From an optimization exercise on the open Yosys and OpenROAD flow, aimed at small area and a short achievable clock period; shortcuts taken in it are not production practice.
Power is estimated from default activity; no workload was simulated.

Design matrix_convol, start of the top module:
module matrix_convol #(parameter m=9, f=3) (clk, rst, a, b, stride, out, done);
==> flow/config.mk <==
export PLATFORM = sky130hd
export DESIGN_NAME = matrix_convol
export DESIGN_NICKNAME = matrix_convol
export VERILOG_FILES = /design/flow/design.v
export SDC_FILE = /design/flow/constraint.sdc
export NUM_CORES = 4
export LEC_CHECK = 0
export CAP_MARGIN = 20
export CORE_MARGIN = 2
export CORE_UTILIZATION = 40
export CTS_BUF_LIST = sky130_fd_sc_hd__clkbuf_8
export CTS_CLUSTER_DIAMETER = 60
export CTS_CLUSTER_SIZE = 20
export SLEW_MARGIN = 20
==> flow/constraint.sdc <==
create_clock -name core_clock -period 11.0 [get_ports {clk}]
set_input_delay 2.2000 -clock core_clock [delete_from_list [all_inputs] [get_ports {clk}]]
set_output_delay 2.2000 -clock core_clock [all_outputs]
set_load 0.01 [all_outputs]
standard.sh (not shown) runs the stock make flow with config.mk's settings and CLKGATE_MAP_FILE= SYNTH_SCRIPT=/design/flow/synth_recipe.tcl, a recipe that flattens the netlist after the stock synthesis.
==> flow/flow/run.sh <==
#!/bin/bash
# The standard layout (the standard.sh, every step unchanged), with the
# ports buffered by a plain buffer (buf_4) and a clock tree without dummy
# loads, with clkbuf_16 at its root and upper level and clkbuf_8 at its leaves.
set -euo pipefail
export BUFFER_PORTS_ARGS="-buffer_cell sky130_fd_sc_hd__buf_4"
export CTS_ARGS="-sink_clustering_enable -repair_clock_nets -sink_clustering_size 20 -sink_clustering_max_diameter 60 -buf_list sky130_fd_sc_hd__clkbuf_8 -root_buf sky130_fd_sc_hd__clkbuf_16 -dont_use_dummy_load"
bash standard.sh > standard.log 2>&1
Then changed:
--- a/flow/design.v
+++ b/flow/design.v
@@ -7,13 +7,12 @@
 output reg done;
 localparam [1:0] S_IDLE = 2'd0, S_LOAD = 2'd1, S_MAC = 2'd2, S_STEP = 2'd3;
 reg [1:0] state;
 reg [3:0] lr;       
 reg [3:0] lc;       
 reg [2:0] cc, cr;   
-reg       ov1;      
 reg       ov;       
 reg [647:0] xq;     
 reg [71:0]  hq;     
 reg [8:0]  rs;      
 reg [1:0]  r, c;    
 reg [7:0]  xr, hr;  
@@ -369,41 +368,39 @@
 wire take = mac_st && last_e;
 wire keep = ld_st || (state[1] && !take);
 always @(posedge clk) begin
     out  <= (acc & {16{take}}) | (out & {16{keep}});
     done <= state[1] && last_e;
 end
-wire [2:0] lim = (cc != 3'd6) ? 3'd6 - cc : 3'd6 - cr;
-wire       over = stride[3] || (stride[2:0] > lim);
-always @(posedge clk) begin
-    ov1 <= step_st && last_e && over;
-    ov  <= ov1;
-end
+wire [4:0] ccs = cc + stride;
+wire [4:0] crs = cr + stride;
 always @(posedge clk) begin
     case (state)
         S_IDLE: begin
             lr <= 4'd0; lc <= 4'd0;
-            cc <= 3'd0; cr <= 3'd0;
+            cc <= 3'd0; cr <= 3'd0; ov <= 1'b0;
         end
         S_LOAD: begin
             if (lr == 4'd9) lc <= 4'd0;
             else if (last_e) begin lc <= 4'd0; lr <= lr + 4'd1; end
             else lc <= lc + 4'd1;
         end
         S_MAC: begin
         end
         default: begin
             lc <= last_e ? 4'd0 : lc + 4'd1;
             if (last_e) begin
                 if (cc != 3'd6) begin
-                    cc <= cc + stride[2:0];
+                    cc <= ccs[2:0];
+                    ov <= ccs > 5'd6;
                 end else begin
                     cc <= 3'd0;
-                    if (cr != 3'd6)
-                        cr <= cr + stride[2:0];
-                    else
+                    if (cr != 3'd6) begin
+                        cr <= crs[2:0];
+                        ov <= crs > 5'd6;
+                    end else
                         cr <= 3'd0;
                 end
             end
         end
     endcase
 end
Effect:
- maximum frequency goes down by 5.6%
- wire length goes down by 2.7%
- global-route usage goes up by 0.23 points
- final cell count goes down by 1.9%
- non-clock buffer count goes down by 1
- die area goes down by 1.4%
- cell area goes down by 1.2%
- total power goes up by 0.31%
- clock power barely changes
- via count goes down by 3.7%
- synthesized cell count goes down by 2.6%
- utilization goes up by 0.30 points
- synthesized area goes down by 1.4%
No functional check of the RTL was part of any run of this note.

[re-timing with driven ports]
The results above use ideal ports. As a check the final layouts listed here were re-extracted and re-timed, cells and wires unchanged.
Step 1 sets driving cells, clkbuf_16 on the clock port and buf_2 on the other inputs (assumed; they add their load-dependent delay and slew).
Step 2 also shifts input and output timing later by t, the mid clock arrival at the registers, as if the neighbouring blocks saw the same clock.
a / b / c = ideal ports / drivers / drivers and shift; a / b = the first two.
| run | t (ns) | setup WS [ns] | worst hold slack (ns) | worst setup path after step 2 | latest minus earliest clock arrival (ns) |
|---|---|---|---|---|---|
| the first run | 0.603 | 7.735 / 7.682 / 7.386 | 0.284 / 0.284 / 0.284 | input to register | 0.071 / 0.071 |
| the second run | 0.603 | 7.544 / 7.572 / 6.969 | 0.280 / 0.280 / 0.280 | input to register | 0.062 / 0.063 |
After both steps setup and hold are still met in every run listed. The setup slack of the second run, which loses most, moves by +0.028 ns with the drivers and by -0.575 ns with both steps.
